What follows belongs to an exercise in optimizing a design on an open flow for small area; a production flow would make more cautious choices.
At most, simulation tests tie the RTL to the original design; equivalence was not proved.
Function not checked in runs 7 and 8: the RTL went through the layout flow alone.
Power figures rest on the tool's default switching activity, not on a simulated workload.

<file path="design.v">
`timescale 1ns / 1ps
module top (
    input  wire clk,
    input  wire reset,
    input  wire rx,
    output wire tx
);
    reg [2:0] ph;      
    reg [1:0] x;       
    reg [2:0] q;       
    reg [4:0] s;       
    wire wend = (ph == 3'd7);
    wire tick = wend & (x == 2'd3) & (q == 3'd4);
    always @(posedge clk) begin
        ph <= ph + 3'd1;
        s  <= {s[3:0], (s[4] ^ s[2]) | (s == 5'd0)};
        if (reset) begin
            x <= 2'd0;
            q <= 3'd0;
        end else begin
            x <= x + {1'b0, wend};
            q <= {q[1:0], ~q[2] & ~q[1]};
        end
    end
    reg  [247:0] rf;
    wire tap = rf[247];
    wire lin;
    always @(posedge clk) rf <= {rf[246:0], lin};
    reg       inframe;
    reg [4:0] ib;            
    wire rxd = tick & inframe;
    always @(posedge clk) begin
        if (reset) begin
            inframe <= 1'b0;
            ib      <= 5'd0;
        end else begin
            ib <= ib + {4'd0, rxd};
            if (tick) begin
                if (!inframe) begin
                    if (!rx) inframe <= 1'b1;
                end else if (ib[2:0] == 3'd7) begin
                    inframe <= 1'b0;
                end
            end
        end
    end
    reg [20:0] sr;
    wire [4:0] rd  = sr[4:0];
    wire [2:0] f3  = sr[7:5];
    wire [4:0] rs1 = sr[12:8];
    wire [7:0] imm = sr[20:13];
    wire [4:0] rs2 = sr[17:13];
    reg mlo, b5, f7s;
    always @(posedge clk) begin
        if (rxd) begin
            case (ib)
                5'd0: mlo <= rx;
                5'd1, 5'd4: mlo <= mlo & rx;
                5'd2, 5'd3, 5'd6: mlo <= mlo & ~rx;
                5'd5: b5 <= rx;
                5'd25: f7s <= ~rx;
                5'd30: f7s <= f7s & rx;
                5'd26, 5'd27, 5'd28, 5'd29, 5'd31: f7s <= f7s & ~rx;
                default: ;
            endcase
        end
    end
    wire is_r = mlo & b5;
    wire is_i = mlo & ~b5;
    wire ev27 = rxd & (ib == 5'd27);
    wire ev31 = rxd & (ib == 5'd31);
    localparam S_IDLE = 5'd0,  S_LAW = 5'd5,  S_LAD = 5'd6,  S_LBW = 5'd7,
               S_LBD  = 5'd8,  S_WT  = 5'd9,  S_EX0 = 5'd10, S_EX1 = 5'd11,
               S_EX2  = 5'd12, S_EX3 = 5'd13, S_TW1 = 5'd14, S_TW2 = 5'd15,
               S_TST  = 5'd16;
    reg [4:0] st;
    wire rs1z = (rs1 == 5'd0);
    wire rs2z = (rs2 == 5'd0);
    wire wen  = (is_r | is_i) & (rd != 5'd0);
    wire d_s   = st[4] & st[0];                        
    wire twait = (st[4] & ~st[0]) | (st[4:1] == 4'b0111);    
    reg adv;
    always @* begin
        case (st)
            S_IDLE:  adv = ev27;
            S_LAW:   adv = rs1z | (s == rs1);
            S_LBW:   adv = is_i | rs2z | (s == rs2);
            S_WT:    adv = ev31;
            default: adv = ~twait | tick;
        endcase
    end
    always @(posedge clk) begin
        if (reset)
            st <= S_IDLE;
        else if (wend)
            st <= st + {4'd0, adv};
    end
    reg wr_act;
    always @(posedge clk)
        if (wend)
            wr_act <= (st == S_TW1 || st == S_TW2 || st == S_TST) && !tick && wen && (s == rd);
    reg  [7:0] acc;           
    reg        cy;
    wire a  = acc[7];
    wire b  = sr[13];
    wire shift = is_r & (f3 == 3'b101);
    wire sub   = is_r & (f3 == 3'b000) & f7s;
    wire sra   = shift & f7s;
    wire logic_op = (is_r | is_i) & f3[2] & (f3[1] | ~f3[0]);
    wire bb  = b ^ sub;
    wire cin = (ph == 3'd0) ? sub : cy;
    wire sum = a ^ bb ^ cin;
    wire co  = (a & bb) | (a & cin) | (bb & cin);
    wire lres = f3[1] ? (f3[0] ? (a & b) : (a | b)) : (a ^ b);
    wire res  = shift ? a : logic_op ? lres : sum;
    wire [2:0] shamt = (sra && imm[7:3] != 5'd0) ? 3'b111 : imm[2:0];
    wire fill = sra & cy;
    reg txr;
    always @(posedge clk) begin
        if (reset)
            txr <= 1'b1;
        else if (tick)
            txr <= (st == S_TW2) ? 1'b0 : (st[4] & ~st[0]) ? acc[6] : 1'b1;
    end
    assign tx = txr;
    reg ain;
    always @* begin
        ain = a;
        case (st)
            S_LAD: ain = tap & ~rs1z;
            S_EX0: ain = res;
            S_EX1: if (shift && shamt[0]) ain = (ph == 3'd7) ? fill : acc[6];
            S_EX2: if (shift && shamt[1]) ain = (ph >= 3'd6) ? fill : acc[5];
            S_EX3: if (shift && shamt[2]) ain = (ph >= 3'd4) ? fill : acc[3];
            default: if (d_s) ain = acc[6];
        endcase
    end
    always @(posedge clk) begin
        acc <= {acc[6:0], ain};
        if (st == S_LBW) cy <= rs2z;           
        else if (st == S_EX0) cy <= shift ? a : co;
    end
    wire sr_rx = rxd & (ib < 5'd28);
    always @(posedge clk) begin
        if (sr_rx)
            sr <= {rx, sr[20:1]};
        else if (st == S_LBD && !is_i)
            sr[20:13] <= {tap & ~cy, sr[20:14]};
        else if (st == S_EX0)
            sr[20:13] <= {sr[13], sr[20:14]};
    end
    assign lin = wr_act ? a : tap;
endmodule
</file>
<file path="run.sh">
#!/bin/bash
# synth_recipe.tcl (not shown) runs the flow's synth.tcl, then flattens the netlist and writes it again
# the make line also repeats each setting of config.mk as NAME=value (left out here)
make -C /OpenROAD-flow-scripts/flow DESIGN_CONFIG=/design/flow/config.mk WORK_HOME=/design/flow/orfs CLKGATE_MAP_FILE= SYNTH_SCRIPT=/design/flow/synth_recipe.tcl finish
</file>
<file path="config.mk">
export PLATFORM = sky130hd
export DESIGN_NAME = top
export DESIGN_NICKNAME = top
export VERILOG_FILES = /design/flow/design.v
export SDC_FILE = /design/flow/constraint.sdc
export NUM_CORES = 4
export LEC_CHECK = 0
export CAP_MARGIN = 20
export CORE_MARGIN = 2
export CORE_UTILIZATION = 60
export CTS_BUF_LIST = sky130_fd_sc_hd__clkbuf_4
export CTS_CLUSTER_DIAMETER = 40
export CTS_CLUSTER_SIZE = 10
export PLACE_DENSITY = 0.75
export SLEW_MARGIN = 20
</file>
<file path="constraint.sdc">
create_clock -name core_clock -period 10.0 [get_ports {clk}]
set_input_delay 2.0000 -clock core_clock [delete_from_list [all_inputs] [get_ports {clk}]]
set_output_delay 2.0000 -clock core_clock [all_outputs]
set_load 0.01 [all_outputs]
</file>
==> notes.md, run 1 <==
status complete, no violations; pin count of the biggest net entering global routing 18; H-tree levels 2; final instance area 8428 um2; post-CTS setup buffer count 0; number of cells on the critical path 1; CTS sink count 307; global placement routability congestion 0.8483; EDFF count, synth 26; PD cells 221.1 nW/um2; end of the worst register-to-register path st[4]$_SDFFE_PP0N_; WL/cell 13.86 um; Initial Util 0.6166; CTS hold repair buffers 0; GR Overflow Total 0; mean area per synthesized cell 15.05 um2; sequential-to-total area share from yosys stat 0.8200; HP Class reg2reg; Antenna diodes 0; beginning of the worst register-to-register path ph[1]$_DFF_P_; Synthesized Nets 534; CP delay by family, top buffers and inverters; Critical path origin txr$_SDFFE_PP1N_; Final period util 0.3482; asr flop ratio synth 0; Synth Instances 519; CP max stage cell clkdlybuf4s50_1; Slew Limit Fails 0; critical path endpoint category output pin; share of cells above drive strength 1 0.1105; mapped cell area 7812 um2; initial DRC count 194; vias in the first global route 3617; area grow syn2layout 7.880%; # DRC 0; DRT Pass-1 Iters 4; commonest non-fill, non-tap cell in the layout dfxtp_1; CTS tree yes; die area 13950 um2; Cells on Worst Hold Path 0; crit-path cells clkdlybuf4s50_1; layout net count 564; crit path kind reg2out; Synth cell types 45; R2R Setup Slk 7.04 ns; final wirelength 10160 um; CP Max Fanout 2; static leakage 3.301 nW; CTS clk-pin slew, worst paths 0.10 ns; I/O Pins 4; global-route wire length before repair 17100 um; Resize count post-CTS 0; setup_tns 0 ns; most frequent cells in the layout dfxtp_1, clkbuf_4, edfxtp_1; Worst-Margin Slew 0.5815 ns; ys flop type dfxtp_1; CP Buf/Inv Count 1; RSZ-0062 raised after global routing no; VDD IR max 0.1333 mV; Worst-Skew Late Latency 0.61 ns; CP peak stage delay 0.53 ns; Via Count 3578; final hold violations 0; Tot GR Track Use 0.1514; synth warn 1; initial antenna violation count 0; crit path launch type flop; Placed Area 8009 um2; number of setup violations in the final report 0; CTS Buf Count 37; Horiz. Die Dim 118.1 um; WP data arrival 1.48 ns; DP Wirelength 6080 um; Die Y 118.1 um; drt via density 4.881; Tmin final 3.482 ns; clk root buf clkbuf_4; clk buf depth 3; required time worst endpoint 8.00 ns; Worst Skew 0.04839 ns; Cell Rows 41; core area 12670 um2; max-cap viol count 0; number of port buffers 3; Worst Setup EP tx; Reg2Reg Depth 11; Fmax 287.2 MHz; Synth Register Bits 307; Slew headroom 0.6023; Final ANT Viol Nets 0
-- Yosys cell counts (5+ instances only) --
master	instances	area, um2
a21oi_1	6	30.03
clkbuf_1	10	37.54
dfxtp_1	281	5625
edfxtp_1	26	780.8
ha_1	11	137.6
inv_1	10	37.54
mux2i_1	10	100.1
nand2_1	14	52.55
nand2b_1	6	37.54
nand3_1	12	60.06
nand4_1	6	37.54
nor2_1	24	90.09
nor2b_1	9	56.30
nor3_1	11	55.05
nor4_1	5	31.28
o21ai_0	8	40.04
xnor2_1	12	105.1
xor2_1	13	113.9
-- power breakdown --
| group | switching, W | internal [W] |
|---|---|---|
| sequential | 0.00000229 | 0.00124 |
| clock | 0.000352 | 0.000262 |
| combinational | 0.00000355 | 0.00000300 |
-- cell type report --
type	instances	area [um2]
tap	172	215.2
clock buffer	45	337.8
sequential	307	6406
inverter	10	37.54
multi-input combinational	190	1320
fill	930	4243
timing repair buffer	3	30.03
clock inverter	6	81.33
-- flip-flops by register name (all words and copies together) (netlist names), 2 cells and up --
| signal | flops |
|---|---|
| st | 5 |
| acc | 8 |
| s | 5 |
| ib | 5 |
| q | 3 |
| rf | 248 |
| x | 2 |
| ph | 3 |
| sr | 21 |
-- through the flow --
stage	util	total power [W]	hold slack, ns	cells	worst slack, ns
finish	0.6652	0.001864	0.2854	733	6.518
floorplan	-	0.001275	0.3096	519	7.252
detailed placement	0.6321	0.001278	0.3121	682	6.802
global route	0.6652	0.001947	0.3288	733	6.430
global placement	0.6321	0.001278	0.3103	682	6.842
CTS	0.6652	0.001891	0.3062	733	6.479
-- worst min-delay path by stage --
stage / start / end / slack, ns
2_1_floorplan: acc[0]$_DFF_P_ / acc[1]$_DFF_P_ / 0.31
3_3_place_gp: acc[0]$_DFF_P_ / acc[1]$_DFF_P_ / 0.31
3_5_place_dp: rf[116]$_DFF_P_ / rf[117]$_DFF_P_ / 0.31
4_1_cts: rf[240]$_DFF_P_ / rf[241]$_DFF_P_ / 0.31
5_1_grt: rf[240]$_DFF_P_ / rf[241]$_DFF_P_ / 0.33
6_report: rf[240]$_DFF_P_ / rf[241]$_DFF_P_ / 0.29
-- logic make-up (layout without fill, tap and decap cells) --
logic type,after synthesis,count (layout),synth area share
and+or+nand+nor,112,112,0.07976
adders and majority gates,12,12,0.02018
muxes,12,12,0.01570
DFF,307,307,0.8200
AOI/OAI and AO/OA,29,29,0.02531
xor gates and xnor gates,25,25,0.02803
buffers and inverters,22,64,0.01105
-- layer usage --
layer / vias to the layer above / global-route usage / share of wire
li1: 1800 / - / -
met1: 1683 / 0.2128 / 0.50
met2: 73 / 0.2222 / 0.43
met3: 22 / 0.04167 / 0.049
met4: 0 / 0.06325 / 0.023
met5: - / 0 / 0
==> inputs of run 2 (changes only) <==
--- a/config.mk
+++ b/config.mk
@@ -10,5 +10,5 @@
 export CORE_UTILIZATION = 60
-export CTS_BUF_LIST = sky130_fd_sc_hd__clkbuf_4
+export CTS_BUF_LIST = sky130_fd_sc_hd__clkbuf_8
 export CTS_CLUSTER_DIAMETER = 40
-export CTS_CLUSTER_SIZE = 10
+export CTS_CLUSTER_SIZE = 22
 export PLACE_DENSITY = 0.75
==> run 2 against run 1 <==
  * Core utilization grew 1.3 points
  * Via count shrank 1.9%
  * Sequential power is essentially flat
  * Maximum frequency grew 2.3%
  * Clock-buffer cell count shrank 18
  * Routed wire length grew 2.3%
  * Critical path depth is the same
  * Worst setup slack gained 0.077 ns
  * Flip-flop and latch count is the same
  * Largest cell class unchanged
  * Largest power group unchanged
  * Highest routed layer unchanged
==> notes.md, run 2 <==
static leakage 3.357 nW (+1.7%); Largest Register rf; final instance area 8597 um2 (+2.0%); WL/cell 14.23 um (+2.7%); Tmin final 3.405 ns (-0.07725 ns); Synthesized Nets 534 (unchanged); HP Class reg2reg; DP Wirelength 6080 um (unchanged); status complete, no violations; CTS sink count 307 (unchanged); mapped cell area 7812 um2 (unchanged); critical path endpoint category output pin; Placed Area 8009 um2 (unchanged); Cell Rows 41 (unchanged); Resize count post-CTS 0 (unchanged); die area 13950 um2 (unchanged); Synth Register Bits 307 (unchanged); ys flop type dfxtp_1; WP data arrival 1.40 ns (-0.08 ns); most common cell in the netlist dfxtp_1; share of cells above drive strength 1 0.1039 (-0.006574); PD cells 232.2 nW/um2 (+5.0%); pin count of the biggest net entering global routing 22 (+4); Horiz. Die Dim 118.1 um (unchanged); Worst-Margin Slew 0.5757 ns (-0.005816 ns); Slew Limit Fails 0 (unchanged); Final ANT Viol Nets 0 (unchanged); Sequential Area 6406 um2 (unchanged); CTS Buf Count 26 (-30%); CP delay by family, top buffers and inverters; initial antenna violation count 0 (unchanged); asr flop ratio synth 0 (unchanged); I/O Pins 4 (unchanged); fillers 886 (-4.7%); commonest non-fill, non-tap cell in the layout dfxtp_1; Final WS setup 6.595 ns (+0.07725 ns); post-CTS setup buffer count 0 (unchanged); Die Y 118.1 um (unchanged); VDD IR max 0.1564 mV (+17%); required time worst endpoint 8.00 ns (about the same); Initial Util 0.6166 (unchanged); sequential-to-total area share from yosys stat 0.8200 (unchanged); final wirelength 10390 um (+2.3%); CTS clk-pin slew, worst paths 0.11 ns (about the same); number of setup violations in the final report 0 (unchanged); CP Max Fanout 2 (unchanged); most frequent cells in the layout dfxtp_1, clkbuf_8, edfxtp_1; setup_tns 0 ns (unchanged); Worst-Skew Late Latency 0.55 ns (-0.06 ns); Total Power 0.001997 W (+7.1%); Tot GR Track Use 0.1542 (+0.002842); worst hold slack 0.3226 ns (+0.03723 ns); crit-path cells clkdlybuf4s50_1; initial DRC count 202 (+4.1%); layout net count 553 (-2.0%); final hold violations 0 (unchanged); # DRC 0 (unchanged); mean area per synthesized cell 15.05 um2 (unchanged); global placement routability congestion 0.8483 (unchanged); global-route wire length before repair 17440 um (+2.0%); CP peak stage delay 0.53 ns (about the same); RSZ-0062 raised after global routing no; Synth area leaders dfxtp_1, edfxtp_1, ha_1; Synth area leader dfxtp_1; share of the synthesized area in the top cell type 0.7201 (unchanged); Setup WS pre-CTS 6.802 ns (unchanged); drt via density 4.808 (-1.5%); max-cap viol count 0 (unchanged); Via Count 3510 (-1.9%); Slew headroom 0.6063 (+0.003977); CTS tree yes; EDFF count, synth 26 (unchanged); number of port buffers 3 (unchanged); crit path launch type flop; Synth cell types 45 (unchanged); synth warn 1 (unchanged); Final period util 0.3405 (-0.007725); Post-synth top cells dfxtp_1, edfxtp_1, nor2_1, nand2_1, xor2_1; GR Overflow Total 0 (unchanged); core area 12670 um2 (unchanged); CP max stage cell clkdlybuf4s50_1; DRT Pass-1 Iters 4 (unchanged); CP Buf/Inv Count 1 (unchanged); crit path kind reg2out; Multi-input gate area 1320 um2 (unchanged); Worst Skew 0.02710 ns (-0.02129 ns); area grow syn2layout 10.04%; Fmax 293.7 MHz (+2.3%); number of flip-flops in the largest register 248 (unchanged); CTS hold repair buffers 0 (unchanged); Antenna diodes 0 (unchanged); clk buf depth 3 (unchanged); clk root buf clkbuf_8; H-tree levels 1 (-1); vias in the first global route 3571 (-1.3%); biggest regs rf (248), sr (21), acc (8); Synth Instances 519 (unchanged)
-- run 2: cell count changes in the layout (fill, tap and decap cells not counted), moves of 2 or more --
| cell | change |
|---|---|
| clkbuf_4 | -45 |
| clkbuf_8 | +27 |
| inv_6 | +6 |
| clkinv_8 | +2 |
| clkinvlp_4 | +2 |
| inv_1 | +2 |
-- run 2: report_power, final --
part	internal, W	switching (W)	total, W
Clock	0.000328	0.000418	0.000746
Combinational	0.00000298	0.00000347	0.00000645
Sequential	0.00124	0.00000226	0.00124
-- run 2: final cells by class --
class / instances / area share
flip-flops and latches: 307 / 0.7452
repair buffers: 3 / 0.003493
clock buffers: 27 / 0.04323
clock inverters: 21 / 0.02518
inverters: 10 / 0.004366
well taps: 172 / 0.02503
multi-input cells: 190 / 0.1535
-- run 2: final timing paths --
| path | slack, ns | to | depth (start not counted) | start |
|---|---|---|---|---|
| worst min register to register | 0.32 | rf[183]$_DFF_P_ | 0 | rf[182]$_DFF_P_ |
| worst min-delay path | 0.32 | rf[183]$_DFF_P_ | 0 | rf[182]$_DFF_P_ |
| worst max-delay path | 6.60 | tx | 1 | txr$_SDFFE_PP1N_ |
| worst max register to register | 7.05 | st[4]$_SDFFE_PP0N_ | 11 | ph[1]$_DFF_P_ |
-- run 2: metrics by stage --
step / util / instances
after floorplan: - / 519
after global placement: 0.6321 / 682
after detailed placement: 0.6321 / 682
after CTS: 0.6785 / 730
after global routing: 0.6785 / 730
final: 0.6785 / 730
-- run 2: logic make-up after synthesis --
group,after synthesis,share of synthesized area
buffers and inverters,22,0.01105
multiplexers,12,0.01570
AND/OR/NAND/NOR,112,0.07976
AO/OA/AOI/OAI,29,0.02531
XOR/XNOR,25,0.02803
adder cells (fa/ha/maj),12,0.02018
flip-flops,307,0.8200
-- run 2: layer usage --
layer  vias to the layer above  global-route usage  share of wire
li1                       1779                   -              -
met1                      1653              0.2181           0.50
met2                        61              0.2309           0.44
met3                        17             0.03731          0.043
met4                         0             0.06024          0.019
met5                         -                   0              0
==> inputs of run 3 (changes only) <==
--- a/config.mk
+++ b/config.mk
@@ -11,4 +11,4 @@
 export CTS_BUF_LIST = sky130_fd_sc_hd__clkbuf_8
-export CTS_CLUSTER_DIAMETER = 40
-export CTS_CLUSTER_SIZE = 22
+export CTS_CLUSTER_DIAMETER = 60
+export CTS_CLUSTER_SIZE = 20
 export PLACE_DENSITY = 0.75
==> run 3 against run 2 <==
  * Worst setup slack better by 0.0069 ns
  * First-iteration DRC count increased by 23%
  * Clock-buffer cell count fell by 7
  * Routed wire length fell by 2.0%
  * Maximum frequency grew 0.20%
  * Critical path depth did not move
  * Clock skew shrank 0.0066 ns
  * Final cell count shrank 2.6%
  * Global-route usage decreased by 0.52 points
  * Die area unchanged
  * Highest routed layer unchanged
==> notes.md, run 3 <==
WL/cell 14.32 um (+0.62%); Slew headroom 0.6155 (+0.009217); RSZ-0062 raised after global routing no; pin count of the biggest net entering global routing 22 (unchanged); status complete, no violations; Worst Skew 0.02053 ns (-0.006571 ns); Cell Rows 41 (unchanged); Post-Layout Cell Count 711 (-2.6%); DRT Pass-1 Iters 4 (unchanged); CTS hold repair buffers 0 (unchanged); mux contribution to synthesized area 0.01570 (unchanged); Fmax 294.3 MHz (+0.20%); commonest non-fill, non-tap cell in the layout dfxtp_1; Horiz. Die Dim 118.1 um (unchanged); CP Buf/Inv Count 1 (unchanged); Final WS setup 6.602 ns (+0.006930 ns); XOR/XNOR share of the synthesized area 0.02803 (unchanged); synth warn 1 (unchanged); static leakage 3.248 nW (-3.3%); Slew Limit Fails 0 (unchanged); Synth area leader dfxtp_1; I/O Pins 4 (unchanged); PD cells 215.9 nW/um2 (-7.0%); required time worst endpoint 8.00 ns (about the same); P_sw 0.0003626 W (-14%); Setup WS pre-CTS 6.802 ns (unchanged); ys flop type dfxtp_1; Adder-Cell Fraction of Synth Area 0.02018 (unchanged); Final ANT Viol Nets 0 (unchanged); crit path kind reg2out; Clock power frac 0.307 (-0.067); CP Max Fanout 2 (unchanged); Resize count post-CTS 0 (unchanged); die area 13950 um2 (unchanged); number of flip-flops in the largest register 248 (unchanged); simple logic cell fraction of the synthesized area 0.07976 (unchanged); # DRC 0 (unchanged); CTS sink count 307 (unchanged); Die Y 118.1 um (unchanged); clk buf depth 3 (unchanged); final hold violations 0 (unchanged); initial DRC count 249 (+23%); initial antenna violation count 0 (unchanged); Placed Instances 682 (unchanged); post-CTS setup buffer count 0 (unchanged); Synth Register Bits 307 (unchanged); Worst-Skew Late Latency 0.53 ns (-0.02 ns); largest family of logic cells by synthesized area simple AND/OR/NAND/NOR gates; WP data arrival 1.40 ns (about the same); Seq pwr share 0.690 (+0.067); mean area per synthesized cell 15.05 um2 (unchanged); global-route wire length before repair 16910 um (-3.0%); CP delay by family, top buffers and inverters; combinational fraction of design power 0.004 (about the same); HP Class reg2reg; CTS tree yes; number of setup violations in the final report 0 (unchanged); P_int 0.001441 W (-8.4%); Tot GR Track Use 0.1490 (-0.005247); Largest Register rf; setup_tns 0 ns (unchanged); mapped cell area 7812 um2 (unchanged); sequential-to-total area share from yosys stat 0.8200 (unchanged); most common cell in the netlist dfxtp_1; most frequent cells in the layout dfxtp_1, edfxtp_1, nor2_1; Final period util 0.3398 (-0.0006930); number of port buffers 3 (unchanged); share of cells above drive strength 1 0.06865 (-0.03530); Antenna diodes 0 (unchanged); Synth cell types 45 (unchanged); area grow syn2layout 6.919%; share of the synthesized area in the top cell type 0.7201 (unchanged); Synth Instances 519 (unchanged); global placement routability congestion 0.8483 (unchanged); GR Overflow Total 0 (unchanged); Tmin final 3.398 ns (-0.006930 ns); CTS clk-pin slew, worst paths 0.11 ns (about the same); vias in the first global route 3481 (-2.5%); crit path launch type flop; Initial Util 0.6166 (unchanged); Worst-Margin Slew 0.5622 ns (-0.01348 ns); biggest regs rf (248), sr (21), acc (8); critical path endpoint category output pin; Post-synth top cells dfxtp_1, edfxtp_1, nor2_1, nand2_1, xor2_1; crit-path cells clkdlybuf4s50_1; VDD IR max 0.1565 mV (about the same); CTS Buf Count 20 (-23%); final wirelength 10180 um (-2.0%); Synthesized Nets 534 (unchanged); CP max stage cell clkdlybuf4s50_1; H-tree levels 1 (unchanged); Synth area leaders dfxtp_1, edfxtp_1, ha_1; asr flop ratio synth 0 (unchanged); max-cap viol count 0 (unchanged); switch share 0.2011 (-0.01134); Via Count 3474 (-1.0%); Compound-Gate Fraction of Synth Area 0.02530 (unchanged); Core Util, Final 0.6592 (-0.01925); DP Wirelength 6080 um (unchanged); CP peak stage delay 0.53 ns (about the same); EDFF count, synth 26 (unchanged); drt via density 4.886 (+1.6%); layout net count 547 (-1.1%); core area 12670 um2 (unchanged); Total Power 0.001804 W (-9.7%); clk root buf clkbuf_8
run 3: cell types whose count changed in the layout (fill, tap and decap cells not counted), sizes merged:
cell      delta
clkinv       -5
bufinv       -2
clkinvlp     -3
clkbuf       -7
inv          -2
run 3: layout make-up:
| cell class | count | area [um2] |
|---|---|---|
| sequential | 307 | 6406 |
| fill | 926 | 4318 |
| multi-input combinational | 190 | 1320 |
| clock buffer | 20 | 275.3 |
| tap | 172 | 215.2 |
| clock inverter | 9 | 68.82 |
| inverter | 10 | 37.54 |
| timing repair buffer | 3 | 30.03 |
run 3: path summary, 6_finish.rpt:
check | from | cells after the start | to | slack, ns
setup / recovery | txr$_SDFFE_PP1N_ | 1 | tx | 6.60
hold / removal | rf[241]$_DFF_P_ | 0 | rf[242]$_DFF_P_ | 0.32
setup reg to reg | ph[1]$_DFF_P_ | 11 | st[4]$_SDFFE_PP0N_ | 7.03
hold reg to reg | rf[241]$_DFF_P_ | 0 | rf[242]$_DFF_P_ | 0.32
run 3: metrics by stage:
stage               hold WS (ns)  cell area (um2)
floorplan                 0.3096             7812
global placement          0.3103             8009
detailed placement        0.3121             8009
CTS                       0.3220             8353
global route              0.3246             8353
finish                    0.3166             8353
run 3: logic make-up after synthesis:
family | count (synthesis)
compound gates | 29
xor+xnor | 25
fa+ha+maj | 12
buf+inv | 22
flops | 307
mux | 12
simple gates | 112
run 3: power by group through the flow:
stage          clock network, W   logic [W]  registers [W]
5_1_grt                0.000622  0.00000724        0.00125
2_1_floorplan                 0  0.00000406        0.00127
6_report               0.000553  0.00000643        0.00124
3_5_place_dp                  0  0.00000640        0.00127
3_3_place_gp                  0  0.00000591        0.00127
4_1_cts                0.000577  0.00000637        0.00124
run 3: per-layer routing:
metal / track usage / part of all wire
met2: 0.2229 / 0.43
met5: 0 / 0
met1: 0.2172 / 0.50
met3: 0.02907 / 0.046
met4: 0.05422 / 0.022
==> inputs of run 4 (changes only) <==
--- a/design.v
+++ b/design.v
@@ -52,10 +52,11 @@
     wire [4:0] rs2 = sr[17:13];
-    reg mlo, b5, f7s;
+    reg is_r, is_i, f7s;
+    wire opc_hit = (sr[15:14] == 2'b11) & (sr[17:16] == 2'b00) & sr[18] & ~sr[20];
     always @(posedge clk) begin
+        if (rxd && ib == 5'd7) begin
+            is_r <= opc_hit & sr[19];
+            is_i <= opc_hit & ~sr[19];
+        end
         if (rxd) begin
             case (ib)
-                5'd0: mlo <= rx;
-                5'd1, 5'd4: mlo <= mlo & rx;
-                5'd2, 5'd3, 5'd6: mlo <= mlo & ~rx;
-                5'd5: b5 <= rx;
                 5'd25: f7s <= ~rx;
@@ -67,10 +68,7 @@
     end
-    wire is_r = mlo & b5;
-    wire is_i = mlo & ~b5;
     wire ev27 = rxd & (ib == 5'd27);
     wire ev31 = rxd & (ib == 5'd31);
-    localparam S_IDLE = 5'd0,  S_LAW = 5'd5,  S_LAD = 5'd6,  S_LBW = 5'd7,
-               S_LBD  = 5'd8,  S_WT  = 5'd9,  S_EX0 = 5'd10, S_EX1 = 5'd11,
-               S_EX2  = 5'd12, S_EX3 = 5'd13, S_TW1 = 5'd14, S_TW2 = 5'd15,
-               S_TST  = 5'd16;
+    localparam S_IDLE = 5'd2,  S_LAW = 5'd3,  S_LAD = 5'd4,  S_LBW = 5'd5,
+               S_LBD  = 5'd6,  S_WT  = 5'd7,  S_EX0 = 5'd8,
+               S_TW1  = 5'd16, S_TW2 = 5'd17, S_TST = 5'd18;
     reg [4:0] st;
@@ -79,4 +77,5 @@
     wire wen  = (is_r | is_i) & (rd != 5'd0);
-    wire d_s   = st[4] & st[0];                        
-    wire twait = (st[4] & ~st[0]) | (st[4:1] == 4'b0111);    
+    wire d_w   = ~st[0] & ((st[4] & (st[3] | st[2])) | (st == 5'd0));
+    wire d_s   =  st[0] & ((st[4] & (st[3] | st[2] | (st[1:0] == 2'b11))) | (st == 5'd1));
+    wire twait = d_w | (st == S_TW1) | (st == S_TW2) | (st == S_TST);
     reg adv;
@@ -122,5 +121,6 @@
         else if (tick)
-            txr <= (st == S_TW2) ? 1'b0 : (st[4] & ~st[0]) ? acc[6] : 1'b1;
+            txr <= (st == S_TW2) ? 1'b0 : (d_w || st == S_TST) ? acc[6] : 1'b1;
     end
     assign tx = txr;
+    wire sh_pass = shift && (st[4:3] == 2'b01) && (st[2:0] != 3'd0) && (st[2:0] <= shamt);
     reg ain;
@@ -128,10 +128,8 @@
         ain = a;
-        case (st)
-            S_LAD: ain = tap & ~rs1z;
-            S_EX0: ain = res;
-            S_EX1: if (shift && shamt[0]) ain = (ph == 3'd7) ? fill : acc[6];
-            S_EX2: if (shift && shamt[1]) ain = (ph >= 3'd6) ? fill : acc[5];
-            S_EX3: if (shift && shamt[2]) ain = (ph >= 3'd4) ? fill : acc[3];
-            default: if (d_s) ain = acc[6];
-        endcase
+        if (st == S_LAD)
+            ain = tap & ~rs1z;
+        else if (st == S_EX0)
+            ain = res;
+        else if (sh_pass || d_s)
+            ain = wend ? fill : acc[6];
     end
--- a/config.mk
+++ b/config.mk
@@ -7,3 +7,3 @@
 export LEC_CHECK = 0
-export CAP_MARGIN = 20
+export CAP_MARGIN = 0
 export CORE_MARGIN = 2
@@ -14,2 +14,2 @@
 export PLACE_DENSITY = 0.75
-export SLEW_MARGIN = 20
+export SLEW_MARGIN = 0
==> run 4 against run 3 <==
  * Still clean on timing, DRC and antenna
  * Clock-buffer cell count stayed put
  * Via count fell by 1.2%
  * Core utilization is 0.72 points lower
  * Die area decreased by 0.85%
  * Flip-flop and latch count unchanged
  * Total power fell by 2.5%
  * Critical path type unchanged
  * Largest cell class unchanged
==> notes.md, run 4 <==
crit-path cells clkdlybuf4s50_1; global placement routability congestion 0.8867 (+4.5%); area grow syn2layout 6.253%; Total Power 0.001758 W (-2.5%); number of port buffers 3 (unchanged); Fmax 296.7 MHz (+0.80%); PD cells 213.6 nW/um2 (-1.1%); static leakage 3.199 nW (-1.5%); Synth area leaders dfxtp_1, edfxtp_1, ha_1; synth warn 1 (unchanged); Resize count post-CTS 0 (unchanged); share of the synthesized area in the top cell type 0.7265 (+0.006399); Synth area leader dfxtp_1; CTS Buf Count 19 (-5.0%); combinational fraction of design power 0.002 (-0.002); GR Overflow Total 0 (unchanged); initial DRC count 172 (-31%); Worst-Margin Slew 1.151 ns (+0.5885 ns); Final ANT Viol Nets 0 (unchanged); most common cell in the netlist dfxtp_1; R2R Setup Slk 7.09 ns (+0.06 ns); clk buf depth 3 (unchanged); number of setup violations in the final report 0 (unchanged); Post-synth top cells dfxtp_1, edfxtp_1, nor2_1; final wirelength 9811 um (-3.6%); Final period util 0.3371 (-0.002708); Clock power frac 0.293 (-0.014); CP Buf/Inv Count 1 (unchanged); asr flop ratio synth 0 (unchanged); Via Count 3431 (-1.2%); Synth cell types 56 (+24%); Antenna diodes 0 (unchanged); initial antenna violation count 0 (unchanged); DRT Pass-1 Iters 4 (unchanged); CTS tree yes; Slew Limit Fails 0 (unchanged); Worst Skew 0.01850 ns (-0.002031 ns); mapped cell area 7744 um2 (-0.88%); CTS hold repair buffers 0 (unchanged); Hold Crit Start rf[11]$_DFF_P_; CP peak stage delay 0.53 ns (about the same); Tmin final 3.371 ns (-0.02708 ns); sequential-to-total area share from yosys stat 0.8273 (+0.007287); Core Util, Final 0.6520 (-0.007235); Placed Instances 671 (-1.6%); Slew headroom 0.2263 (-0.3892); RSZ-0062 raised after global routing no; Synth Instances 506 (-2.5%); crit path kind reg2out; most frequent cells in the layout dfxtp_1, edfxtp_1, nor2_1; DP Wirelength 6045 um (-0.56%); die area 13830 um2 (-0.85%); CTS clk-pin slew, worst paths 0.12 ns (about the same); layout net count 537 (-1.8%); Critical path origin txr$_SDFFE_PP1N_; status complete, no violations; vias in the first global route 3472 (-0.26%); H-tree levels 1 (unchanged); EDFF count, synth 26 (unchanged); Post-Layout Cell Count 694 (-2.4%); CP max stage cell clkdlybuf4s50_1; critical path endpoint category output pin; setup_tns 0 ns (unchanged); number of flip-flops in the largest register 248 (unchanged); # DRC 0 (unchanged); Cell Rows 41 (unchanged); mean area per synthesized cell 15.30 um2 (+1.7%); HP Class reg2reg; CP delay by family, top buffers and inverters; CP Max Fanout 2 (unchanged); switch share 0.1893 (-0.01176); worst hold slack 0.3216 ns (+0.005051 ns); VDD IR max 0.1582 mV (+1.1%); CTS sink count 307 (unchanged); ys flop type dfxtp_1; P_sw 0.0003327 W (-8.2%); Die Y 117.6 um (-0.43%); max-cap viol count 0 (unchanged); WL/cell 14.14 um (-1.3%); beginning of the worst register-to-register path ph[0]$_DFF_P_; Seq pwr share 0.705 (+0.015); core area 12620 um2 (-0.40%); global-route wire length before repair 16930 um (about the same); Worst-Skew Late Latency 0.51 ns (-0.02 ns); required time worst endpoint 8.00 ns (about the same); commonest non-fill, non-tap cell in the layout dfxtp_1; crit path launch type flop; pin count of the biggest net entering global routing 22 (unchanged); WP data arrival 1.37 ns (-0.03 ns); drt via density 4.944 (+1.2%); Synthesized Nets 523 (-2.1%); I/O Pins 4 (unchanged); share of cells above drive strength 1 0.05939 (-0.009259); Tot GR Track Use 0.1472 (-0.001777); P_int 0.001425 W (-1.1%); Synth Register Bits 307 (unchanged); Initial Util 0.6136 (-0.002947); post-CTS setup buffer count 0 (unchanged); biggest regs rf (248), sr (21), acc (8); Largest Register rf; final hold violations 0 (unchanged); clk root buf clkbuf_8; Horiz. Die Dim 117.6 um (-0.43%)
## run 4: cell count changes after synthesis, sizes merged, moves of 4 or more
cell and change:
nand3 -4, o31ai +4, o21ai -5, clkbuf -7, mux2i -8, buf +5
## run 4: final timing paths
| kind | cells after the start | to |
|---|---|---|
| min reg2reg | 0 | rf[12]$_DFF_P_ |
| min | 0 | rf[12]$_DFF_P_ |
| max reg2reg | 12 | st[4]$_SDFFE_PP0N_ |
| max | 1 | tx |
## run 4: cells by family after synthesis
logic type,count (synthesis),synth area share
multiplexers,4,0.005494
adder cells (fa/ha/maj),14,0.02359
flip-flops,307,0.8273
AO/OA/AOI/OAI,37,0.03409
AND/OR/NAND/NOR,101,0.07158
XOR/XNOR,22,0.02488
buffers and inverters,21,0.01309
## run 4: final cells by class
cell class / instances / area (um2)
fill: 949 / 4392
tap: 172 / 215.2
clock buffer: 20 / 275.3
inverter: 11 / 41.29
sequential: 307 / 6406
clock inverter: 3 / 23.77
timing repair buffer: 3 / 30.03
multi-input combinational: 178 / 1236
## run 4: per-layer routing
layer  GRT usage  vias to the layer above  part of all wire
li1            -                     1709                 -
met1      0.2173                     1630              0.49
met2      0.2158                       68              0.43
met3     0.03198                       24             0.050
met4     0.05271                        0             0.028
met5           0                        -                 0
## run 4: through the flow
step	setup slack, ns	cell area, um2
2_1_floorplan	7.528	7744
3_3_place_gp	6.818	7929
3_5_place_dp	6.796	7929
4_1_cts	6.597	8228
5_1_grt	6.553	8228
6_report	6.629	8228
## run 4: power by group through the flow
stage	clock (W)	sequential (W)	combinational (W)
after detailed placement	0	0.00127	0.00000386
after global placement	0	0.00127	0.00000365
after global routing	0.000579	0.00124	0.00000431
after floorplan	0	0.00127	0.00000212
final	0.000515	0.00124	0.00000388
after CTS	0.000533	0.00124	0.00000393
==> inputs of run 5 (changes only) <==
--- a/config.mk
+++ b/config.mk
@@ -9,3 +9,3 @@
 export CORE_MARGIN = 2
-export CORE_UTILIZATION = 60
+export CORE_UTILIZATION = 75
 export CTS_BUF_LIST = sky130_fd_sc_hd__clkbuf_8
@@ -13,3 +13,3 @@
 export CTS_CLUSTER_SIZE = 20
-export PLACE_DENSITY = 0.75
+export PLACE_DENSITY = 0.9
 export SLEW_MARGIN = 0
==> run 5 against run 4 <==
  * Maximum frequency down 4.3%
  * Sequential power about the same
  * Clock skew up 0.0014 ns
  * Critical endpoint unchanged
  * Critical path type unchanged
  * Critical path depth unchanged
  * First-iteration DRC count up 97%
  * Total power up 2.5%
  * Flip-flop and latch count unchanged
  * Still clean on timing, DRC and antenna
  * Clock-buffer cell count down 1
  * Global-route usage up 9.9 points
==> notes.md, run 5 <==
EDFF count, synth 26 (unchanged); layout net count 537 (unchanged); WP data arrival 1.52 ns (+0.15 ns); setup_tns 0 ns (unchanged); critical path endpoint category output pin; share of the synthesized area in the top cell type 0.7265 (unchanged); Worst-Skew Late Latency 0.53 ns (+0.02 ns); drt via density 5.507 (+11%); vias in the first global route 3741 (+7.7%); PD cells 219.5 nW/um2 (+2.8%); clk buf depth 3 (unchanged); Synth area leader dfxtp_1; status complete, no violations; pin count of the biggest net entering global routing 22 (unchanged); global placement routability congestion 0.9395 (+6.0%); H-tree levels 1 (unchanged); CP delay by family, top buffers and inverters; static leakage 3.216 nW (+0.53%); sequential-to-total area share from yosys stat 0.8273 (unchanged); number of flip-flops in the largest register 248 (unchanged); VDD IR max 0.1947 mV (+23%); Final ANT Viol Nets 0 (unchanged); CP Buf/Inv Count 1 (unchanged); CTS Buf Count 19 (unchanged); share of cells above drive strength 1 0.06095 (+0.001565); Slew Limit Fails 0 (unchanged); Final WS setup 6.479 ns (-0.1509 ns); # DRC 0 (unchanged); most common cell in the netlist dfxtp_1; Final period util 0.3521 (+0.01509); CTS clk-pin slew, worst paths 0.12 ns (about the same); area grow syn2layout 6.011%; Core Util, Final 0.8060 (+0.1540); Setup WS pre-CTS 6.793 ns (-0.003570 ns); biggest regs rf (248), sr (21), acc (8); CP peak stage delay 0.60 ns (+0.07 ns); crit path kind reg2out; commonest non-fill, non-tap cell in the layout dfxtp_1; initial antenna violation count 0 (unchanged); fillers 464 (-51%); Synth Register Bits 307 (unchanged); most frequent cells in the layout dfxtp_1, edfxtp_1, nor2_1; initial DRC count 339 (+97%); GR Overflow Total 0 (unchanged); CTS tree yes; Synth area leaders dfxtp_1, edfxtp_1, ha_1; number of port buffers 3 (unchanged); core area 10180 um2 (-19%); synth warn 1 (unchanged); crit-path cells clkdlybuf4s50_1; HP Class reg2reg; Synth cell types 56 (unchanged); post-CTS setup buffer count 0 (unchanged); Cell Rows 37 (-9.8%); crit path launch type flop; CTS hold repair buffers 0 (unchanged); Worst Skew 0.01990 ns (+0.001398 ns); CTS sink count 307 (unchanged); DP Wirelength 7059 um (+17%); clk root buf clkbuf_8; max-cap viol count 0 (unchanged); Antenna diodes 0 (unchanged); DRT Pass-1 Iters 5 (+1); Tmin final 3.521 ns (+0.1509 ns); global-route wire length before repair 20710 um (+22%); mapped cell area 7744 um2 (unchanged); Largest Register rf; I/O Pins 4 (unchanged); required time worst endpoint 8.00 ns (about the same); Slew headroom 0.2268 (+0.0004980); Resize count post-CTS 0 (unchanged); ys flop type dfxtp_1; Synth Instances 506 (unchanged); CP max stage cell clkdlybuf4s50_1; Die Y 105.6 um (-10%); Initial Util 0.7603 (+0.1467); Via Count 3640 (+6.1%); CP Max Fanout 2 (unchanged); Fmax 284.0 MHz (-4.3%); number of setup violations in the final report 0 (unchanged); Worst-Margin Slew 1.150 ns (-0.0007411 ns); Post-synth top cells dfxtp_1, edfxtp_1, nor2_1; Synthesized Nets 523 (unchanged); final wirelength 12880 um (+31%); asr flop ratio synth 0 (unchanged); Tot GR Track Use 0.2464 (+0.09925); final hold violations 0 (unchanged); Horiz. Die Dim 105.6 um (-10%); mean area per synthesized cell 15.30 um2 (unchanged); WL/cell 19.48 um (+38%); die area 11150 um2 (-19%); RSZ-0062 raised after global routing no
-- run 5: cell type report --
cell class	instances	area (um2)	area share
clock buffer	19	261.5	0.03185
clock inverter	7	63.81	0.007773
inverter	11	41.29	0.005030
multi-input combinational	178	1236	0.1506
sequential	307	6406	0.7804
tap	136	170.2	0.02073
timing repair buffer	3	30.03	0.003658
-- run 5: final timing paths --
| kind | start | end | slack [ns] | depth (start not counted) |
|---|---|---|---|---|
| worst max-delay path | txr$_SDFFE_PP1N_ | tx | 6.48 | 1 |
| worst max register to register | ph[1]$_DFF_P_ | st[4]$_SDFFE_PP0N_ | 6.99 | 12 |
| worst min register to register | rf[34]$_DFF_P_ | rf[35]$_DFF_P_ | 0.32 | 0 |
| worst min-delay path | rf[34]$_DFF_P_ | rf[35]$_DFF_P_ | 0.32 | 0 |
-- run 5: kinds of logic after synthesis --
group,synth area share
compound gates,0.03409
xor+xnor,0.02488
fa+ha+maj,0.02359
buf+inv,0.01309
flops,0.8273
mux,0.005494
simple gates,0.07158
-- run 5: where the power goes --
group / internal (W) / leakage, nW / total, W / switching, W
clock network: 0.000206 / 0.178 / 0.000558 / 0.000352
registers: 0.00124 / 2.52 / 0.00124 / 0.00000140
logic: 0.00000191 / 0.521 / 0.00000445 / 0.00000253
total: 0.00145 / 3.22 / 0.00180 / 0.000356
-- run 5: per-layer routing --
metal,track usage,routed length (um)
met1,0.3263,5460
met2,0.3968,6188
met3,0.04391,578
met4,0.1231,649
met5,0,0
-- run 5: through the flow --
stage                     hold slack [ns]  instances  instance area, um2  power (W)
after floorplan                    0.3096        506                7744   0.001269
after global placement             0.3110        635                7884   0.001271
after detailed placement           0.3121        635                7884   0.001272
after CTS                          0.3303        661                8209   0.001813
after global routing               0.3333        661                8209   0.001848
final                              0.3233        661                8209   0.001802
==> inputs of run 6 (changes only) <==
--- a/config.mk
+++ b/config.mk
@@ -7,5 +7,5 @@
 export LEC_CHECK = 0
-export CAP_MARGIN = 0
+export CAP_MARGIN = 20
 export CORE_MARGIN = 2
-export CORE_UTILIZATION = 75
+export CORE_UTILIZATION = 60
 export CTS_BUF_LIST = sky130_fd_sc_hd__clkbuf_8
@@ -13,3 +13,3 @@
 export CTS_CLUSTER_SIZE = 20
-export PLACE_DENSITY = 0.9
-export SLEW_MARGIN = 0
+export PLACE_DENSITY = 0.75
+export SLEW_MARGIN = 20
==> run 6 against run 5 <==
  * Clock skew rose by 0.015 ns
  * Synthesized cell count did not move
  * Critical endpoint unchanged
  * Synthesized area did not move
  * First-iteration DRC count fell by 42%
  * Sequential power barely moved
  * Die area rose by 24%
  * Largest power group unchanged
  * Critical path type unchanged
  * Routed wire length fell by 23%
  * Global-route usage fell by 9.8 points
  * Register-to-register slack improved by 0.05 ns
==> notes.md, run 6 <==
Worst Skew 0.03445 ns (+0.01455 ns); layout net count 537 (unchanged); CTS tree yes; CTS clk-pin slew, worst paths 0.12 ns (about the same); Post-Layout Cell Count 696 (+5.3%); Tot GR Track Use 0.1487 (-0.09773); Post-synth top cells dfxtp_1, edfxtp_1, nor2_1; Cells on Worst Hold Path 0 (unchanged); XOR/XNOR share of the synthesized area 0.02488 (unchanged); Resize count post-CTS 0 (unchanged); static leakage 3.208 nW (-0.23%); Synth Instances 506 (unchanged); Slew headroom 0.5180 (+0.2912); CTS hold repair buffers 0 (unchanged); asr flop ratio synth 0 (unchanged); Horiz. Die Dim 117.6 um (+11%); Antenna diodes 0 (unchanged); CP max stage cell clkdlybuf4s50_1; H-tree levels 1 (unchanged); ys flop type dfxtp_1; setup_tns 0 ns (unchanged); number of flip-flops in the largest register 248 (unchanged); commonest non-fill, non-tap cell in the layout dfxtp_1; crit path kind reg2out; Largest Register rf; CP Max Fanout 2 (unchanged); area grow syn2layout 6.463%; most frequent cells in the layout dfxtp_1, edfxtp_1, nor2_1; global-route wire length before repair 16960 um (-18%); Worst-Skew Late Latency 0.53 ns (about the same); mean area per synthesized cell 15.30 um2 (unchanged); Setup WS pre-CTS 6.789 ns (-0.003680 ns); biggest regs rf (248), sr (21), acc (8); DP Wirelength 6046 um (-14%); drt via density 4.895 (-11%); share of cells above drive strength 1 0.06298 (+0.002025); crit-path cells clkdlybuf4s50_1; critical path endpoint category output pin; number of port buffers 3 (unchanged); clk root buf clkbuf_8; Core Util, Final 0.6533 (-0.1527); final wirelength 9964 um (-23%); mux contribution to synthesized area 0.005494 (unchanged); I/O Pins 4 (unchanged); Slew Limit Fails 0 (unchanged); CTS sink count 307 (unchanged); Reg2Reg Depth 12 (unchanged); number of setup violations in the final report 0 (unchanged); CTS Buf Count 19 (unchanged); post-CTS setup buffer count 0 (unchanged); CP delay by family, top buffers and inverters; CP Buf/Inv Count 1 (unchanged); Cell Rows 41 (+11%); EDFF count, synth 26 (unchanged); number of cells on the critical path 1 (unchanged); vias in the first global route 3419 (-8.6%); most common cell in the netlist dfxtp_1; Compound-Gate Fraction of Synth Area 0.03409 (unchanged); Synthesized Nets 523 (unchanged); Synth cell types 56 (unchanged); pin count of the biggest net entering global routing 22 (unchanged); PD cells 214.0 nW/um2 (-2.5%); Adder-Cell Fraction of Synth Area 0.02359 (unchanged); share of the synthesized area in the top cell type 0.7265 (unchanged); GR Overflow Total 0 (unchanged); synth warn 1 (unchanged); largest family of logic cells by synthesized area simple AND/OR/NAND/NOR gates; die area 13830 um2 (+24%); Multi-input gate area 1241 um2 (+0.40%); required time worst endpoint 8.00 ns (about the same); clk buf depth 3 (unchanged); Fmax 293.9 MHz (+3.5%); status complete, no violations; Synth Register Bits 307 (unchanged); global placement routability congestion 0.8867 (-5.6%); Final ANT Viol Nets 0 (unchanged); HP Class reg2reg; Initial Util 0.6136 (-0.1467); sequential-to-total area share from yosys stat 0.8273 (unchanged); simple logic cell fraction of the synthesized area 0.07158 (unchanged); mapped cell area 7744 um2 (unchanged); Final WS setup 6.597 ns (+0.1186 ns); Final period util 0.3403 (-0.01186); Sequential Area 6406 um2 (unchanged); initial antenna violation count 0 (unchanged); RSZ-0062 raised after global routing no; Via Count 3407 (-6.4%); WP data arrival 1.40 ns (-0.12 ns); Synth area leaders dfxtp_1, edfxtp_1, ha_1; CP peak stage delay 0.54 ns (-0.06 ns); VDD IR max 0.1486 mV (-24%); Tmin final 3.403 ns (-0.1186 ns); # DRC 0 (unchanged); fillers 931 (+100%); Placed Instances 671 (+5.7%); Die Y 117.6 um (+11%); WL/cell 14.32 um (-27%); DRT Pass-1 Iters 4 (-1); initial DRC count 198 (-42%); final hold violations 0 (unchanged); core area 12620 um2 (+24%); Worst-Margin Slew 0.7187 ns (-0.4313 ns); max-cap viol count 0 (unchanged); crit path launch type flop; Synth area leader dfxtp_1
## run 6: final cells by class
cell class / instances / share of cell area
timing repair buffer: 3 / 0.003642
inverter: 11 / 0.005008
tap: 172 / 0.02610
sequential: 307 / 0.7771
multi-input combinational: 178 / 0.1506
clock buffer: 20 / 0.03339
clock inverter: 5 / 0.004250
## run 6: power breakdown
group / internal, W / total [W] / leakage [nW] / switching (W)
registers: 0.00124 / 0.00124 / 2.52 / 0.000000995
clock network: 0.000187 / 0.000521 / 0.167 / 0.000335
logic: 0.00000185 / 0.00000388 / 0.525 / 0.00000203
## run 6: worst paths after layout
check                   startpoint                  to  slack, ns
hold / removal      acc[5]$_DFF_P_      acc[6]$_DFF_P_       0.30
setup reg to reg     ph[0]$_DFF_P_  st[4]$_SDFFE_PP0N_       7.04
setup / recovery  txr$_SDFFE_PP1N_                  tx       6.60
hold reg to reg     acc[5]$_DFF_P_      acc[6]$_DFF_P_       0.30
## run 6: kinds of logic (layout without fill, tap and decap cells)
group	count (synthesis)	count (layout)
and+or+nand+nor	101	101
muxes	4	4
DFF	307	307
buffers and inverters	21	39
adders and majority gates	14	14
xor gates and xnor gates	22	22
AOI/OAI and AO/OA	37	37
## run 6: metrics by stage
step,hold slack [ns],power [W],instance area [um2]
6_report,0.3038,0.001764,8244
5_1_grt,0.2990,0.001828,8244
4_1_cts,0.2936,0.001788,8244
3_5_place_dp,0.3121,0.001271,7934
3_3_place_gp,0.3127,0.001271,7929
2_1_floorplan,0.3096,0.001269,7744
## run 6: metal layers
layer	track usage	wire length, um	vias to the layer above
met5	0	0	-
met2	0.2188	4347	57
li1	-	-	1710
met3	0.03391	436	18
met4	0.05572	289	0
met1	0.2167	4891	1622
==> inputs of run 7 (changes only) <==
--- a/design.v
+++ b/design.v
@@ -115,3 +115,3 @@
     wire [2:0] shamt = (sra && imm[7:3] != 5'd0) ? 3'b111 : imm[2:0];
-    wire fill = sra & cy;
+    wire fill = sra & a;            
     reg txr;
@@ -138,3 +138,3 @@
         if (st == S_LBW) cy <= rs2z;           
-        else if (st == S_EX0) cy <= shift ? a : co;
+        else if (st == S_EX0) cy <= co;
     end
--- a/config.mk
+++ b/config.mk
@@ -7,3 +7,3 @@
 export LEC_CHECK = 0
-export CAP_MARGIN = 20
+export CAP_MARGIN = 0
 export CORE_MARGIN = 2
@@ -14,2 +14,2 @@
 export PLACE_DENSITY = 0.75
-export SLEW_MARGIN = 20
+export SLEW_MARGIN = 0
==> run 7 against run 6 <==
  * Critical path depth unchanged
  * Die area down 0.28%
  * Via count about the same
  * First-iteration DRC count up 16%
  * Worst setup slack better by 0.0050 ns
  * Highest routed layer unchanged
==> notes.md, run 7 <==
status complete, no violations; critical path endpoint category output pin; Worst-Margin Slew 0.5897 ns (-0.1290 ns); Tot GR Track Use 0.1498 (+0.001102); combinational fraction of design power 0.005 (+0.003); final wirelength 9984 um (+0.20%); Core Util, Final 0.6549 (+0.001571); Worst-Skew Late Latency 0.51 ns (-0.02 ns); Resize count post-CTS 0 (unchanged); Slew headroom 0.6032 (+0.08523); Initial Util 0.6143 (+0.0007126); Final ANT Viol Nets 0 (unchanged); CTS Buf Count 19 (unchanged); Final WS setup 6.602 ns (+0.005040 ns); most frequent cells in the layout dfxtp_1, edfxtp_1, nor2_1; Die Y 117.4 um (-0.14%); synth warn 1 (unchanged); CP Buf/Inv Count 1 (unchanged); drt via density 4.871 (-0.49%); post-CTS setup buffer count 0 (unchanged); VDD IR max 0.1901 mV (+28%); Post-Layout Cell Count 699 (+0.43%); core area 12570 um2 (-0.41%); Clock power frac 0.290 (-0.006); PD cells 214.9 nW/um2 (+0.40%); Post-synth top cells dfxtp_1, edfxtp_1, nor2_1, nor3_1, inv_1; setup_tns 0 ns (unchanged); required time worst endpoint 8.00 ns (about the same); Synth area leader dfxtp_1; asr flop ratio synth 0 (unchanged); crit path kind reg2out; H-tree levels 1 (unchanged); area grow syn2layout 6.595%; share of the synthesized area in the top cell type 0.7286 (+0.002119); Tmin final 3.398 ns (-0.005040 ns); commonest non-fill, non-tap cell in the layout dfxtp_1; Synth Register Bits 307 (unchanged); Antenna diodes 0 (unchanged); CTS sink count 307 (unchanged); pin count of the biggest net entering global routing 22 (unchanged); static leakage 3.207 nW (about the same); number of setup violations in the final report 0 (unchanged); initial antenna violation count 0 (unchanged); initial DRC count 229 (+16%); global-route wire length before repair 16790 um (-1.0%); clk buf depth 3 (unchanged); biggest regs rf (248), sr (21), acc (8); # DRC 0 (unchanged); WP data arrival 1.40 ns (about the same); vias in the first global route 3340 (-2.3%); sequential-to-total area share from yosys stat 0.8297 (+0.002413); fillers 916 (-1.6%); CP peak stage delay 0.54 ns (about the same); Synth area leaders dfxtp_1, edfxtp_1, ha_1; HP Class reg2reg; die area 13790 um2 (-0.28%); Slew Limit Fails 0 (unchanged); Synth cell types 45 (-20%); DRT Pass-1 Iters 5 (+1); Via Count 3405 (-0.059%); layout net count 539 (+0.37%); Worst Skew 0.01670 ns (-0.01775 ns); Horiz. Die Dim 117.4 um (-0.14%); mean area per synthesized cell 15.23 um2 (-0.49%); Synthesized Nets 524 (+0.19%); RSZ-0062 raised after global routing no; P_int 0.001428 W (about the same); Synth Instances 507 (+0.20%); Final period util 0.3398 (-0.0005040); Placed Instances 673 (+0.30%); Cell Rows 41 (unchanged); mapped cell area 7721 um2 (-0.29%); share of cells above drive strength 1 0.06641 (+0.003437); number of flip-flops in the largest register 248 (unchanged); switch share 0.1927 (+0.001259); ys flop type dfxtp_1; most common cell in the netlist dfxtp_1; CTS tree yes; number of port buffers 3 (unchanged); Sequential Area 6406 um2 (unchanged); Setup WS pre-CTS 6.771 ns (-0.01847 ns); CTS clk-pin slew, worst paths 0.12 ns (about the same); max-cap viol count 0 (unchanged); final hold violations 0 (unchanged); WL/cell 14.28 um (-0.23%); Largest Register rf; clk root buf clkbuf_8; I/O Pins 4 (unchanged); crit path launch type flop; CP max stage cell clkdlybuf4s50_1; EDFF count, synth 26 (unchanged); Multi-input gate area 1220 um2 (-1.7%); CTS hold repair buffers 0 (unchanged); Seq pwr share 0.705 (+0.003); DP Wirelength 5971 um (-1.2%); P_sw 0.0003409 W (+0.89%); crit-path cells clkdlybuf4s50_1; GR Overflow Total 0 (unchanged); Fmax 294.3 MHz (+0.15%); CP delay by family, top buffers and inverters; CP Max Fanout 2 (unchanged); global placement routability congestion 0.8976 (+1.2%)
-- run 7: cell count changes in the layout (fill, tap and decap cells not counted), moves of 3 or more --
cell	delta
nor4_1	-5
xnor2_1	+3
nor2_1	-3
o21ai_0	+5
nand4_1	+4
nand2_1	-5
nand2b_1	-3
nor2b_1	+3
inv_1	+4
-- run 7: final cells by class --
type | count | area share
repair buffers | 4 | 0.004561
clock inverters | 7 | 0.004561
multi-input cells | 176 | 0.1482
inverters | 14 | 0.006385
flip-flops and latches | 307 | 0.7784
well taps | 172 | 0.02615
clock buffers | 19 | 0.03177
-- run 7: path summary, 6_finish.rpt --
check                             to              from  cells past startpoint  slack (ns)
hold reg to reg       rf[44]$_DFF_P_    rf[43]$_DFF_P_                      0        0.32
setup / recovery                  tx  txr$_SDFFE_PP1N_                      1        6.60
setup reg to reg  st[4]$_SDFFE_PP0N_     ph[1]$_DFF_P_                     12        6.87
hold / removal        rf[44]$_DFF_P_    rf[43]$_DFF_P_                      0        0.32
-- run 7: power groups by stage --
| stage | Sequential (W) | Combinational [W] | Clock [W] |
|---|---|---|---|
| floorplan | 0.00127 | 0.00000552 | 0 |
| global placement | 0.00128 | 0.00000763 | 0 |
| detailed placement | 0.00128 | 0.00000800 | 0 |
| CTS | 0.00125 | 0.00000808 | 0.000535 |
| global route | 0.00125 | 0.00000904 | 0.000579 |
| finish | 0.00125 | 0.00000797 | 0.000513 |
-- run 7: cells by family after synthesis --
kind of cell,after synthesis,share of synthesized area
and+or+nand+nor,94,0.06628
buffers and inverters,24,0.01232
AOI/OAI and AO/OA,39,0.03371
xor gates and xnor gates,24,0.02722
DFF,307,0.8297
adders and majority gates,14,0.02366
muxes,5,0.007130
-- run 7: per-layer routing --
metal	up-vias	wire, um	GRT usage	part of all wire
li1	1710	-	-	-
met3	21	370	0.02967	0.037
met1	1609	5213	0.2313	0.52
met5	-	0	0	0
met2	65	4163	0.2069	0.42
met4	0	236	0.06250	0.024
-- run 7: through the flow --
step	total power [W]	hold slack (ns)	area, um2
2_1_floorplan	0.001279	0.3096	7721
3_3_place_gp	0.001283	0.3107	7931
3_5_place_dp	0.001284	0.3121	7931
4_1_cts	0.001791	0.3243	8230
5_1_grt	0.001837	0.3265	8230
6_report	0.001768	0.3224	8230
==> inputs of run 8 (changes only) <==
--- a/design.v
+++ b/design.v
@@ -46,14 +46,13 @@
     end
-    reg [20:0] sr;
+    reg [15:0] sr;
     wire [4:0] rd  = sr[4:0];
     wire [2:0] f3  = sr[7:5];
-    wire [4:0] rs1 = sr[12:8];
-    wire [7:0] imm = sr[20:13];
-    wire [4:0] rs2 = sr[17:13];
+    wire [7:0] imm = sr[15:8];
+    wire [4:0] rs2 = sr[12:8];
     reg is_r, is_i, f7s;
-    wire opc_hit = (sr[15:14] == 2'b11) & (sr[17:16] == 2'b00) & sr[18] & ~sr[20];
+    wire opc_hit = (sr[10:9] == 2'b11) & (sr[12:11] == 2'b00) & sr[13] & ~sr[15];
     always @(posedge clk) begin
         if (rxd && ib == 5'd7) begin
-            is_r <= opc_hit & sr[19];
-            is_i <= opc_hit & ~sr[19];
+            is_r <= opc_hit & sr[14];
+            is_i <= opc_hit & ~sr[14];
         end
@@ -69,2 +68,4 @@
     wire ev27 = rxd & (ib == 5'd27);
+    wire rs1_bit = (ib >= 5'd15) & (ib <= 5'd19);
+    wire rs1_put = (ib >= 5'd16) & (ib <= 5'd20) & (ph == ib[2:0]);
     wire ev31 = rxd & (ib == 5'd31);
@@ -74,3 +75,2 @@
     reg [4:0] st;
-    wire rs1z = (rs1 == 5'd0);
     wire rs2z = (rs2 == 5'd0);
@@ -103,3 +103,3 @@
     wire a  = acc[7];
-    wire b  = sr[13];
+    wire b  = sr[8];
     wire shift = is_r & (f3 == 3'b101);
@@ -115,3 +115,3 @@
     wire [2:0] shamt = (sra && imm[7:3] != 5'd0) ? 3'b111 : imm[2:0];
-    wire fill = sra & a;            
+    wire fill = sra & cy;
     reg txr;
@@ -128,4 +128,6 @@
         ain = a;
-        if (st == S_LAD)
-            ain = tap & ~rs1z;
+        if (rs1_put)
+            ain = cy;
+        else if (st == S_LAD)
+            ain = tap & ~cy;
         else if (st == S_EX0)
@@ -135,15 +137,19 @@
     end
+    wire [4:0] rs1 = {acc[2], acc[3], acc[4], acc[5], acc[6]};    
+    wire rs1z = (rs1 == 5'd0);
     always @(posedge clk) begin
         acc <= {acc[6:0], ain};
-        if (st == S_LBW) cy <= rs2z;           
-        else if (st == S_EX0) cy <= co;
+        if (rxd && rs1_bit) cy <= rx;
+        else if (st == S_LAW) cy <= rs1z;      
+        else if (st == S_LBW) cy <= rs2z;      
+        else if (st == S_EX0) cy <= shift ? a : co;
     end
-    wire sr_rx = rxd & (ib < 5'd28);
+    wire sr_rx = rxd & (ib < 5'd28) & ~rs1_bit;
     always @(posedge clk) begin
         if (sr_rx)
-            sr <= {rx, sr[20:1]};
+            sr <= {rx, sr[15:1]};
         else if (st == S_LBD && !is_i)
-            sr[20:13] <= {tap & ~cy, sr[20:14]};
+            sr[15:8] <= {tap & ~cy, sr[15:9]};
         else if (st == S_EX0)
-            sr[20:13] <= {sr[13], sr[20:14]};
+            sr[15:8] <= {sr[8], sr[15:9]};
     end
==> run 8 against run 7 <==
  * Hold slack better by 0.0030 ns
  * Worst setup slack better by 0.036 ns
  * Core utilization decreased by 0.34 points
  * Sequential power is essentially flat
  * Non-clock buffer count fell by 1
  * Final cell count rose by 1.4%
  * Clock skew rose by 0.0046 ns
  * Critical path type unchanged
==> notes.md, run 8 <==
status complete, no violations; final hold violations 0 (unchanged); EDFF count, synth 21 (-19%); CTS clk-pin slew, worst paths 0.12 ns (about the same); RSZ-0062 raised after global routing no; CP Max Fanout 2 (unchanged); CP peak stage delay 0.53 ns (about the same); Antenna diodes 0 (unchanged); ys flop type dfxtp_1; crit path launch type flop; post-CTS setup buffer count 0 (unchanged); final wirelength 10280 um (+2.9%); number of setup violations in the final report 0 (unchanged); Post-Layout Cell Count 709 (+1.4%); die area 13850 um2 (+0.43%); PD cells 210.7 nW/um2 (-1.9%); CTS Buf Count 19 (unchanged); Worst Skew 0.02126 ns (+0.004559 ns); CTS hold repair buffers 0 (unchanged); global placement routability congestion 0.8868 (-1.2%); DRT Pass-1 Iters 4 (-1); final instance area 8222 um2 (-0.11%); crit-path cells clkdlybuf4s50_1; Synth area leaders dfxtp_1, edfxtp_1, ha_1; synth warn 1 (unchanged); Synth Register Bits 302 (-1.6%); CTS sink count 302 (-1.6%); fillers 940 (+2.6%); biggest regs rf (248), sr (16), acc (8); Slew Limit Fails 0 (unchanged); initial antenna violation count 0 (unchanged); core area 12620 um2 (+0.41%); CP max stage cell clkdlybuf4s50_1; Slew headroom 0.2637 (-0.3395); global-route wire length before repair 17470 um (+4.1%); CP delay by family, top buffers and inverters; share of the synthesized area in the top cell type 0.7253 (-0.003291); Synth Instances 522 (+3.0%); Synthesized Nets 539 (+2.9%); Placed Area 7925 um2 (about the same); Final WS setup 6.638 ns (+0.03626 ns); critical path endpoint category output pin; layout net count 550 (+2.0%); Die Y 117.7 um (+0.22%); pin count of the biggest net entering global routing 22 (unchanged); asr flop ratio synth 0 (unchanged); Synth cell types 52 (+16%); required time worst endpoint 8.00 ns (about the same); WL/cell 14.49 um (+1.5%); WP data arrival 1.36 ns (-0.04 ns); DP Wirelength 6246 um (+4.6%); Fmax 297.5 MHz (+1.1%); clk root buf clkbuf_8; I/O Pins 4 (unchanged); clk buf depth 3 (unchanged); Tot GR Track Use 0.1543 (+0.004524); Worst-Skew Late Latency 0.50 ns (about the same); static leakage 3.211 nW (+0.11%); sequential-to-total area share from yosys stat 0.8066 (-0.02311); most frequent cells in the layout dfxtp_1, nor2_1, edfxtp_1; setup_tns 0 ns (unchanged); # DRC 0 (unchanged); Post-synth top cells dfxtp_1, nor2_1, edfxtp_1, xnor2_1; mapped cell area 7756 um2 (+0.45%); share of cells above drive strength 1 0.06518 (-0.001237); VDD IR max 0.1366 mV (-28%); HP Class reg2reg; Synth area leader dfxtp_1; Placed Instances 684 (+1.6%); crit path kind reg2out; H-tree levels 1 (unchanged); Tmin final 3.362 ns (-0.03626 ns); Total Power 0.001733 W (-2.0%); GR Overflow Total 0 (unchanged); Horiz. Die Dim 117.7 um (+0.22%); commonest non-fill, non-tap cell in the layout dfxtp_1; max-cap viol count 0 (unchanged); number of flip-flops in the largest register 248 (unchanged); number of port buffers 3 (unchanged); Worst-Margin Slew 1.095 ns (+0.5053 ns); CP Buf/Inv Count 1 (unchanged); mean area per synthesized cell 14.86 um2 (-2.4%); initial DRC count 212 (-7.4%); Largest Register rf; vias in the first global route 3511 (+5.1%); Initial Util 0.6146 (about the same); CTS tree yes; area grow syn2layout 6.001%; Setup WS pre-CTS 6.776 ns (+0.005580 ns); most common cell in the netlist dfxtp_1; Final ANT Viol Nets 0 (unchanged); Via Count 3492 (+2.6%); drt via density 4.925 (+1.1%); Cell Rows 41 (unchanged); Resize count post-CTS 0 (unchanged); Final period util 0.3362 (-0.003626)
==> run 8: cell types whose count changed in the layout (fill, tap and decap cells not counted), moves of 3 or more <==
cell	change
nand2b_1	+5
xnor2_1	+3
mux2i_1	+4
edfxtp_1	-5
a21oi_1	+3
nand2_1	+3
==> run 8: cells by family after synthesis <==
family | after synthesis | synth area share
flops | 302 | 0.8066
fa+ha+maj | 15 | 0.02484
mux | 10 | 0.01371
compound gates | 43 | 0.03969
xor+xnor | 26 | 0.02936
simple gates | 100 | 0.06969
buf+inv | 26 | 0.01613
==> run 8: layout make-up <==
| type | count | area [um2] | share of cell area |
|---|---|---|---|
| multi-input cells | 194 | 1375 | 0.1673 |
| well taps | 172 | 215.2 | 0.02618 |
| repair buffers | 3 | 30.03 | 0.003652 |
| flip-flops and latches | 302 | 6256 | 0.7609 |
| clock inverters | 6 | 35.03 | 0.004261 |
| clock buffers | 19 | 261.5 | 0.03181 |
| inverters | 13 | 48.80 | 0.005935 |
==> run 8: report_power, final <==
group / switching, W / total [W] / internal [W]
registers: 0.00000226 / 0.00122 / 0.00122
clock network: 0.000327 / 0.000507 / 0.000180
logic: 0.00000293 / 0.00000577 / 0.00000284
==> run 8: stage by stage <==
step | util | hold slack (ns)
floorplan | - | 0.3096
finish | 0.6515 | 0.3254
global route | 0.6515 | 0.3325
global placement | 0.6280 | 0.3119
detailed placement | 0.6280 | 0.3121
CTS | 0.6515 | 0.3288
==> run 8: worst paths after layout <==
check	from	end	slack, ns	cells past startpoint
worst max-delay path	txr$_SDFFE_PP1N_	tx	6.64	1
worst min-delay path	rf[49]$_DFF_P_	rf[50]$_DFF_P_	0.33	0
worst max register to register	ph[0]$_DFF_P_	st[4]$_SDFFE_PP0N_	7.01	11
worst min register to register	rf[49]$_DFF_P_	rf[50]$_DFF_P_	0.33	0
==> run 8: per-layer routing <==
metal	global-route usage	share of wire	vias up
met5	0	0	-
li1	-	-	1766
met3	0.02955	0.042	23
met2	0.2235	0.43	51
met1	0.2293	0.49	1652
met4	0.06325	0.032	0

port drivers added, routing unchanged:
The flow's constraints put no driver on any port. The routed layouts listed below were extracted and timed again, unchanged, in two steps.
Step 1, drivers: a clkbuf_16 drives clk and a buf_2 each remaining input, both assumed.
Step 2 times the ports against the registers' clock, not the clock port: input delays grow and output delays shrink by t, the midpoint of the rising clock arrivals with the driver on.
Slacks: ideal / step 1 / step 2; pairs: ideal / step 1.
| run | shift t [ns] | slack for setup (ns) | slew at the worst register clock pin (ns) | worst data-port slew with drivers (ns) |
|---|---|---|---|---|
| run 1 | 0.614 | 6.518 / 6.486 / 6.819 | 0.11 / 0.11 | 0.03 |
| run 2 | 0.578 | 6.595 / 6.559 / 6.784 | 0.11 / 0.11 | 0.03 |
| run 3 | 0.553 | 6.602 / 6.565 / 6.813 | 0.12 / 0.12 | 0.03 |
| run 4 | 0.532 | 6.629 / 6.594 / 6.809 | 0.12 / 0.12 | 0.03 |
| run 5 | 0.564 | 6.479 / 6.439 / 6.763 | 0.12 / 0.12 | 0.03 |
| run 6 | 0.549 | 6.597 / 6.562 / 6.812 | 0.12 / 0.12 | 0.03 |
| run 7 | 0.538 | 6.602 / 6.566 / 6.793 | 0.12 / 0.12 | 0.03 |
| run 8 | 0.528 | 6.638 / 6.604 / 6.780 | 0.12 / 0.12 | 0.03 |
After both steps every run listed still meets setup and hold.
